What follows belongs to an exercise in optimizing a design on an open flow for small area, a short achievable clock period and few clock cycles; a production flow would make more cautious choices.
RTL that was checked went through simulation tests only; none was proved equivalent to the original.
Power and IR drop assume default switching activity.

## processor
module processor (clk,rst,imem_addr,imem_data,dmem_addr,dmem_wdata,dmem_we,dmem_re,dmem_rdata,stat);
For scale: roughly 4800 cells after synthesis, roughly 1200 flip-flops, about 230 I/O pins.
Settings: LEC_CHECK=0, CAP_MARGIN=40, CORE_MARGIN=2, CORE_UTILIZATION=55, CTS_CLUSTER_DIAMETER=110, CTS_CLUSTER_SIZE=24, SLEW_MARGIN=40; clock period 32.0 ns.
standard.sh (not shown) runs the stock make flow with config.mk's settings and CLKGATE_MAP_FILE= SYNTH_SCRIPT=/design/flow/synth_recipe.tcl, a recipe that flattens the netlist after the stock synthesis.
==> flow/flow/run.sh <==
#!/bin/bash
# The standard layout, with buf_4 as the buffer on every port in place of
# the default choice (a slow delay cell).
set -euo pipefail
export BUFFER_PORTS_ARGS="-buffer_cell sky130_fd_sc_hd__buf_4"
bash standard.sh finish > standard.log 2>&1
The starting point completed with no timing, DRC or antenna violations.
Testbench counts at the start, summed over its fixed seeds: cycles 35,385.
Rerun with:
==> flow/flow/run.sh (replaced) <==
#!/bin/bash
# The standard layout, with buf_4 as the buffer on every port in place of
# the default choice (a slow delay cell); after global placement each port
# buffer is resized to its load (port_buffers.tcl).
set -euo pipefail
export BUFFER_PORTS_ARGS="-buffer_cell sky130_fd_sc_hd__buf_4"
export POST_GLOBAL_PLACE_TCL="$PWD/flow/port_buffers.tcl"
bash standard.sh finish > standard.log 2>&1
==> flow/flow/port_buffers.tcl (new file) <==
# Resize the port buffers that buffer_ports inserted: an input buffer that
# drives many pins becomes buf_8, the others and the output buffers buf_2.
set n_big 0
set n_small 0
foreach inst [get_cells -quiet {input* output*}] {
  set name [get_full_name $inst]
  set out [get_pins -of_objects $inst -filter "direction==output"]
  set net [get_nets -of_objects $out]
  set fanout [llength [get_pins -of_objects $net -filter "direction==input"]]
  if {[string match "input*" $name] && $fanout >= 10} {
    replace_cell $inst sky130_fd_sc_hd__buf_8
    incr n_big
  } else {
    replace_cell $inst sky130_fd_sc_hd__buf_2
    incr n_small
  }
}
puts "port_buffers: $n_big buf_8, $n_small buf_2"
- CORE_UTILIZATION: 55 -> 65
Outcome: The new run ran to the end with no violations. Worst hold slack barely changes. Non-clock buffer count came out lower by 13. Setup slack gets worse by 380 ps. Register-to-register slack gets worse by 340 ps. Die area came out lower by 15%. Clock skew came out higher by 5.0 ps. Cell area came out lower by 1.4%. Clock power came out lower by about 2%.
Rerun with:
--- a/flow/flow/run.sh
+++ b/flow/flow/run.sh
@@ -3,3 +3,4 @@
 # the default choice (a slow delay cell); after global placement each port
-# buffer is resized to its load (port_buffers.tcl).
+# buffer is resized to its load (port_buffers.tcl), and gates are sized and
+# nets buffered by gain before the design-rule repair (gain.tcl).
 set -euo pipefail
@@ -7,2 +8,3 @@
 export POST_GLOBAL_PLACE_TCL="$PWD/flow/port_buffers.tcl"
+export PRE_RESIZE_TCL="$PWD/flow/gain.tcl"
 bash standard.sh finish > standard.log 2>&1
==> flow/flow/gain.tcl (new file) <==
# Gain-based sizing and buffering: each driver is sized, and high-fanout
# nets buffered, so that a stage drives at most about four times its input
# capacitance.
set_opt_config -set_early_sizing_cap_ratio 4 -set_early_buffer_sizing_cap_ratio 4
repair_design -pre_placement -buffer_gain 4 -verbose
- CORE_UTILIZATION: 65 -> 55
The changed run completed with no timing, DRC or antenna violations.
Worst setup slack gains 440 ps.
Count of clock-buffer cells in the layout climbs by 2.
Utilization came out lower by 1.6 points.
Via count rises by 14%.
Global-route usage rose by 7.7 points.
Routed wire length went up by 35%.
Final area increases by 16%.
Synthesized area does not change.
Total power is higher by 7.3%.
Sequential cell count stays the same.
Rerun with:
==> flow/flow/run.sh (replaced) <==
#!/bin/bash
# The standard layout, with buf_4 as the buffer on every port in place of
# the default choice (a slow delay cell); after global placement each port
# buffer is resized to its load (port_buffers.tcl).
set -euo pipefail
export BUFFER_PORTS_ARGS="-buffer_cell sky130_fd_sc_hd__buf_4"
export POST_GLOBAL_PLACE_TCL="$PWD/flow/port_buffers.tcl"
bash standard.sh finish > standard.log 2>&1
removed: flow/flow/gain.tcl
Result: The changed run passed the timing, design-rule and antenna checks; final cell count came out lower by about 6%; sequential power hardly moves; total power came out lower by 6.3%.


== old ==
Another version of the RTL of processor (not shown whole).
Size in the first run: ~230 I/O pins, about 60000 µm² of cells after synthesis.
==> flow/config.mk <==
export PLATFORM = sky130hd
export DESIGN_NAME = processor
export DESIGN_NICKNAME = processor
export VERILOG_FILES = /design/flow/design.v
export SDC_FILE = /design/flow/constraint.sdc
export NUM_CORES = 8
export LEC_CHECK = 0
export CAP_MARGIN = 40
export CORE_MARGIN = 2
export CORE_UTILIZATION = 55
export CTS_CLUSTER_DIAMETER = 110
export CTS_CLUSTER_SIZE = 24
export SLEW_MARGIN = 40
==> flow/constraint.sdc <==
create_clock -name core_clock -period 32.0 [get_ports {clk}]
set_input_delay 6.4000 -clock core_clock [delete_from_list [all_inputs] [get_ports {clk}]]
set_output_delay 6.4000 -clock core_clock [all_outputs]
set_load 0.01 [all_outputs]
==> flow/flow/run.sh <==
#!/bin/bash
# The standard layout, with buf_4 as the buffer on every port in place of
# the default choice (a slow delay cell).
set -euo pipefail
export BUFFER_PORTS_ARGS="-buffer_cell sky130_fd_sc_hd__buf_4"
bash standard.sh finish > standard.log 2>&1
The flow did not stop early for old: all stages ran, and the layout cleared the timing, design-rule and antenna checks.
Testbench counts of old, summed over its fixed seeds: cycles 35,385.
Modified inputs, new compared to old
Settings: setting PLACE_DENSITY to 0.75 for the first time.
Results
- old vs new, startpoint of the worst setup timing path: imem_data[64] vs x_sub$_DFF_P_
- Between old and new, the share of cell area taken by multi-input logic gates does not differ in any meaningful way.
- Total DRC errors in the routed layout came out exactly the same in old and new.
- new ends up with lower power than old does.
- In new, the combinational-cell power consumption came out about 2% below the value in old.
- new — number of vias in the routed layout 208 higher, old as reference
- The run showing the smaller critical path data required time is old.
- Diff old -> new: clock group share of total power now larger, design area comparable, post-route clock period utilization now larger.


Another version of the RTL of processor (not shown whole).
Size in the first run: about 1,200 flip-flops, ~60,000 um2 of cells after synthesis.
// processor
module processor (clk,rst,imem_addr,imem_data,dmem_addr,dmem_wdata,dmem_we,dmem_re,dmem_rdata,stat);
clock: 32.0 ns
lec_check: 0
cap_margin: 40
core_margin: 2
core_utilization: 40
slew_margin: 40
Scripts as last shown in full above: flow/flow/run.sh
Testbench counts at the start, summed over its fixed seeds: cycles 35,385.
Then changed:
Settings changed: CORE_UTILIZATION 40 to 55, CTS_CLUSTER_DIAMETER set to 110, CTS_CLUSTER_SIZE set to 24.
=>
- The new run finished clean
- total power falls by about 16%
- utilization rises by 14 points
- flip-flop and latch count is unchanged
- count of clock-buffer cells in the layout falls by 90
- clock skew rises by 11 ps
- first-iteration DRC count rises by 4.1%
Then changed:
Settings changed: CORE_UTILIZATION 55 to 40.
What happened:
- non-clock buffer count fell by 1
- global-route usage fell by 12 points
- worst setup slack is worse by 30 ps
- synthesized cell count does not change
- hold slack is worse by 5.7 ps
- clock-buffer cell count does not change
- area after synthesis stays the same
- final area rose by 1.3%
- critical path depth stays the same


Setup of 04-09:
processor, a different RTL version from the one above (not shown whole).
Size: ~5000 cells after synthesis, ~1200 flip-flops, about 230 I/O pins.
==> flow/config.mk <==
export PLATFORM = sky130hd
export DESIGN_NAME = processor
export DESIGN_NICKNAME = processor
export VERILOG_FILES = /design/flow/design.v
export SDC_FILE = /design/flow/constraint.sdc
export NUM_CORES = 8
export LEC_CHECK = 0
export CAP_MARGIN = 20
export CORE_MARGIN = 2
export CORE_UTILIZATION = 45
export CTS_CLUSTER_DIAMETER = 110
export CTS_CLUSTER_SIZE = 24
export SLEW_MARGIN = 20
==> flow/constraint.sdc <==
create_clock -name core_clock -period 32.0 [get_ports {clk}]
set_input_delay 6.4000 -clock core_clock [delete_from_list [all_inputs] [get_ports {clk}]]
set_output_delay 6.4000 -clock core_clock [all_outputs]
set_load 0.01 [all_outputs]
==> flow/flow/run.sh <==
#!/bin/bash
# The standard layout, with buf_4 as the buffer on every port in place of
# the default choice (a slow delay cell). After global placement each port
# buffer is resized to its load (port_buffers.tcl), and logic gates that
# drive many pins get a stronger drive (fanout_sizing.tcl), before the
# standard design-rule repair.
set -euo pipefail
export BUFFER_PORTS_ARGS="-buffer_cell sky130_fd_sc_hd__buf_4"
export POST_GLOBAL_PLACE_TCL="$PWD/flow/port_buffers.tcl"
export PRE_RESIZE_TCL="$PWD/flow/fanout_sizing.tcl"
bash standard.sh finish > standard.log 2>&1
==> flow/flow/fanout_sizing.tcl <==
# Drive strength by fanout: a logic gate of drive 0 or 1 whose output
# drives 8 or more pins becomes drive 2, with 16 or more drive 4, where the
# library has that size. Flip-flops are left alone.
set n2 0
set n4 0
foreach inst [get_cells *] {
  set master [get_property $inst ref_name]
  if {![regexp {^(sky130_fd_sc_hd__[a-z0-9]+)_([01])$} $master -> base drive]} { continue }
  if {[regexp {__(df|edf|sdf|dl|conb|tap|fill|decap|diode)} $base]} { continue }
  set fanout 0
  foreach out [get_pins -of_objects $inst -filter "direction==output"] {
    set net [get_nets -quiet -of_objects $out]
    if {$net == ""} { continue }
    set fanout [expr {max($fanout, [llength [get_pins -quiet -of_objects $net -filter "direction==input"]])}]
  }
  set target ""
  if {$fanout >= 16 && [llength [get_lib_cells -quiet ${base}_4]] > 0} {
    set target ${base}_4
    incr n4
  } elseif {$fanout >= 8 && [llength [get_lib_cells -quiet ${base}_2]] > 0} {
    set target ${base}_2
    incr n2
  }
  if {$target != ""} { replace_cell $inst $target }
}
puts "fanout_sizing: $n2 to drive 2, $n4 to drive 4"
==> flow/flow/port_buffers.tcl <==
# Resize the port buffers that buffer_ports inserted: an input buffer that
# drives many pins becomes buf_8, the others and the output buffers buf_2.
set n_big 0
set n_small 0
foreach inst [get_cells -quiet {input* output*}] {
  set name [get_full_name $inst]
  set out [get_pins -of_objects $inst -filter "direction==output"]
  set net [get_nets -of_objects $out]
  set fanout [llength [get_pins -of_objects $net -filter "direction==input"]]
  if {[string match "input*" $name] && $fanout >= 10} {
    replace_cell $inst sky130_fd_sc_hd__buf_8
    incr n_big
  } else {
    replace_cell $inst sky130_fd_sc_hd__buf_2
    incr n_small
  }
}
puts "port_buffers: $n_big buf_8, $n_small buf_2"
--- input diff 04-09..01-25 ---
Settings: CAP_MARGIN: 20 -> 40; SLEW_MARGIN: 20 -> 40; CORE_UTILIZATION: 45 -> 55.
==> flow/flow/run.sh <==
#!/bin/bash
# The standard layout, with buf_4 as the buffer on every port in place of
# the default choice (a slow delay cell); after global placement each port
# buffer is resized to its load (port_buffers.tcl).
set -euo pipefail
export BUFFER_PORTS_ARGS="-buffer_cell sky130_fd_sc_hd__buf_4"
export POST_GLOBAL_PLACE_TCL="$PWD/flow/port_buffers.tcl"
bash standard.sh finish > standard.log 2>&1
removed: flow/flow/fanout_sizing.tcl
==> comparison <==
01-25 completed; timing, DRC and antenna clean. In 01-25 the clock-buffer cell count turned out 2.4% higher than in 04-09. Number of non-clock buffers | 01-25 below 04-09. Fraction of standard cell area in multi-input logic in 01-25 is 0.23 points higher than in 04-09. [compare] base=04-09 new=01-25: standard cell core area lower, amount of wire on met3 after detailed routing higher.
No run of this note included a check of the RTL's function; only the layout flow was run.


== run A ==
processor, a different RTL version from the one above (not shown whole).
Size: ~1200 flip-flops, about 230 I/O pins, about 0.057 mm² of cells after synthesis.
==> flow/design.v (excerpt) <==
module processor (clk,rst,imem_addr,imem_data,dmem_addr,dmem_wdata,dmem_we,dmem_re,dmem_rdata,stat);
==> flow/config.mk <==
export PLATFORM = sky130hd
export DESIGN_NAME = processor
export DESIGN_NICKNAME = processor
export VERILOG_FILES = /design/flow/design.v
export SDC_FILE = /design/flow/constraint.sdc
export NUM_CORES = 8
export LEC_CHECK = 0
export CAP_MARGIN = 20
export CORE_MARGIN = 2
export CORE_UTILIZATION = 45
export CTS_CLUSTER_DIAMETER = 110
export CTS_CLUSTER_SIZE = 24
export SLEW_MARGIN = 20
==> flow/constraint.sdc <==
create_clock -name core_clock -period 32.0 [get_ports {clk}]
set_input_delay 6.4000 -clock core_clock [delete_from_list [all_inputs] [get_ports {clk}]]
set_output_delay 6.4000 -clock core_clock [all_outputs]
set_load 0.01 [all_outputs]
==> flow/flow/run.sh <==
#!/bin/bash
# The standard layout, with buf_4 as the buffer on every port in place of
# the default choice (a slow delay cell). After global placement each port
# buffer is resized to its load (port_buffers.tcl), and logic gates that
# drive many pins get a stronger drive (fanout_sizing.tcl), before the
# standard design-rule repair.
set -euo pipefail
export BUFFER_PORTS_ARGS="-buffer_cell sky130_fd_sc_hd__buf_4"
export POST_GLOBAL_PLACE_TCL="$PWD/flow/port_buffers.tcl"
export PRE_RESIZE_TCL="$PWD/flow/fanout_sizing.tcl"
bash standard.sh finish > standard.log 2>&1
==> flow/flow/fanout_sizing.tcl <==
# Drive strength by fanout: a logic gate of drive 0 or 1 whose output
# drives 4 or more pins becomes drive 2, with 10 or more drive 4, where the
# library has that size (flip-flops keep their type, only the drive changes).
set n2 0
set n4 0
foreach inst [get_cells *] {
  set master [get_property $inst ref_name]
  if {![regexp {^(sky130_fd_sc_hd__[a-z0-9]+)_([01])$} $master -> base drive]} { continue }
  if {[regexp {__(sdf|dl|conb|tap|fill|decap|diode)} $base]} { continue }
  set fanout 0
  foreach out [get_pins -of_objects $inst -filter "direction==output"] {
    set net [get_nets -quiet -of_objects $out]
    if {$net == ""} { continue }
    set fanout [expr {max($fanout, [llength [get_pins -quiet -of_objects $net -filter "direction==input"]])}]
  }
  set target ""
  if {$fanout >= 10 && [llength [get_lib_cells -quiet ${base}_4]] > 0} {
    set target ${base}_4
    incr n4
  } elseif {$fanout >= 4 && [llength [get_lib_cells -quiet ${base}_2]] > 0} {
    set target ${base}_2
    incr n2
  }
  if {$target != ""} { replace_cell $inst $target }
}
puts "fanout_sizing: $n2 to drive 2, $n4 to drive 4"
Scripts as last shown in full above: flow/flow/port_buffers.tcl
Run A | status: complete | timing, DRC, antenna: pass
Testbench counts of run A, summed over its fixed seeds: cycles 35,385.
> inputs changed (run A -> run B)
- SLEW_MARGIN: 20 -> 40
- CORE_UTILIZATION: 45 -> 55
- CAP_MARGIN: 20 -> 40
==> flow/flow/run.sh <==
#!/bin/bash
# The standard layout, with buf_4 as the buffer on every port in place of
# the default choice (a slow delay cell); after global placement each port
# buffer is resized to its load (port_buffers.tcl).
set -euo pipefail
export BUFFER_PORTS_ARGS="-buffer_cell sky130_fd_sc_hd__buf_4"
export POST_GLOBAL_PLACE_TCL="$PWD/flow/port_buffers.tcl"
bash standard.sh finish > standard.log 2>&1
removed: flow/flow/fanout_sizing.tcl
--- outcome ---
Number of filler instances in the final layout of run B falls short of that of run A by more than 10%.
Run B finished every stage and its layout cleared the timing, design-rule and antenna checks.
Total wire length after detailed routing down about 1.3% in run B wrt run A
Re area occupied by multi-input gates: run A was higher than run B.
For fraction of area in clock buffers and inverters, run A and run B come out practically identical.
| internal power | run B vs run A | better |
Sort run B and run A by tightest hold margin asc -> top: run A
What run C does differently from run B at the input level:
- CORE_UTILIZATION now 45, was 55
==> comparison <==
Run C against run B: wire length saw an increase; first-iteration DRC count saw a decrease; share of total power in combinational logic saw a decrease. Against run B, the final cell area of run C is higher. The higher number of non-clock buffers came out of run B. Die area | run C > run B. Met2 track demand over resource in global routing, run C and run B: smaller value in run C. Relative to run B, clock-buffer cell count increased by 1 in run C. Worst-case setup slack after placement: run C > run B. Run C has more setup slack than run B.
What run D does differently from run C at the input level:
- changing SLEW_MARGIN from 40 to 20
- changing CAP_MARGIN from 40 to 20
--- a/flow/flow/run.sh
+++ b/flow/flow/run.sh
@@ -3,2 +3,4 @@
-# the default choice (a slow delay cell); after global placement each port
-# buffer is resized to its load (port_buffers.tcl).
+# the default choice (a slow delay cell). After global placement each port
+# buffer is resized to its load (port_buffers.tcl), and logic gates that
+# drive many pins get a stronger drive (fanout_sizing.tcl), before the
+# standard design-rule repair.
@@ -7,0 +10 @@
+export PRE_RESIZE_TCL="$PWD/flow/fanout_sizing.tcl"
==> flow/flow/fanout_sizing.tcl (new file) <==
# Drive strength by fanout: a logic gate of drive 0 or 1 whose output
# drives 6 or more pins becomes drive 2, with 12 or more drive 4, where the
# library has that size. Flip-flops are left alone.
set n2 0
set n4 0
foreach inst [get_cells *] {
  set master [get_property $inst ref_name]
  if {![regexp {^(sky130_fd_sc_hd__[a-z0-9]+)_([01])$} $master -> base drive]} { continue }
  if {[regexp {__(df|edf|sdf|dl|conb|tap|fill|decap|diode)} $base]} { continue }
  set fanout 0
  foreach out [get_pins -of_objects $inst -filter "direction==output"] {
    set net [get_nets -quiet -of_objects $out]
    if {$net == ""} { continue }
    set fanout [expr {max($fanout, [llength [get_pins -quiet -of_objects $net -filter "direction==input"]])}]
  }
  set target ""
  if {$fanout >= 12 && [llength [get_lib_cells -quiet ${base}_4]] > 0} {
    set target ${base}_4
    incr n4
  } elseif {$fanout >= 6 && [llength [get_lib_cells -quiet ${base}_2]] > 0} {
    set target ${base}_2
    incr n2
  }
  if {$target != ""} { replace_cell $inst $target }
}
puts "fanout_sizing: $n2 to drive 2, $n4 to drive 4"
Notes after the runs:
The sequential share of cell area in run D was lower than what run C gave. Across both runs, delay contributed by the slowest stage of the critical path was lower for run D than for run C. Sort run C and run D by final instance area desc -> top: run D. Run comparison: run D critical path capture point dmem_addr[7]; run C critical path capture point pc[6]. The count of non-CTS buffers in the layout in run D sits about 1.7% below the value recorded for run C. Per the comparison of run D with run C, final critical delay including setup and external delays now sits lower, relative area change from synthesis to final layout now sits higher.

[port drivers added, routing unchanged]
Ports are ideal in the flow. The routed layouts listed here were re-timed in OpenROAD. Step 1 (the two cells are an assumption about what drives the block):
set clk [get_ports {clk}]
set_driving_cell -lib_cell sky130_fd_sc_hd__clkbuf_16 $clk
set_driving_cell -lib_cell sky130_fd_sc_hd__buf_2 [delete_from_list [all_inputs] $clk]
Step 2 adds t to the input delays and takes it off the output delays; t is the mean of the earliest and latest rising clock arrival at the registers after step 1. Input paths then give back, and output paths get back, about the clock's delay inside the block. Slacks: ideal ports / drivers / drivers and shift; pairs: ideal ports / drivers.
run | t, ns | slack for setup (ns) | worst data-port slew with drivers (ns)
the first run of note 1 | 0.795 | 23.114 / 23.127 / 22.376 | 0.07
the second run of note 1 | 0.800 | 22.733 / 22.658 / 22.263 | 0.07
the third run of note 1 | 0.835 | 23.176 / 23.097 / 22.966 | 0.07
the fourth run of note 1 | 0.796 | 23.223 / 23.173 / 22.453 | 0.06
old | 0.794 | 23.250 / 23.240 / 22.514 | 0.08
new | 0.802 | 22.974 / 22.974 / 22.413 | 0.07
the first run of note 3 | 0.895 | 22.582 / 22.495 / 22.510 | 0.11
the second run of note 3 | 0.830 | 22.657 / 22.577 / 22.521 | 0.08
the third run of note 3 | 0.825 | 22.626 / 22.543 / 22.496 | 0.11
04-09 | 0.818 | 23.010 / 23.010 / 22.732 | 0.07
01-25 | 0.829 | 23.208 / 23.125 / 22.716 | 0.15
run A | 0.812 | 23.344 / 23.264 / 22.721 | 0.07
run B | 0.798 | 23.077 / 23.096 / 22.298 | 0.08
run C | 0.804 | 23.264 / 23.209 / 22.479 | 0.07
run D | 0.801 | 23.339 / 23.261 / 22.729 | 0.07
After both steps every run listed still meets setup and hold. For run C, which loses most, drivers alone change the setup slack by -0.055 ns; drivers and shift together by -0.785 ns.
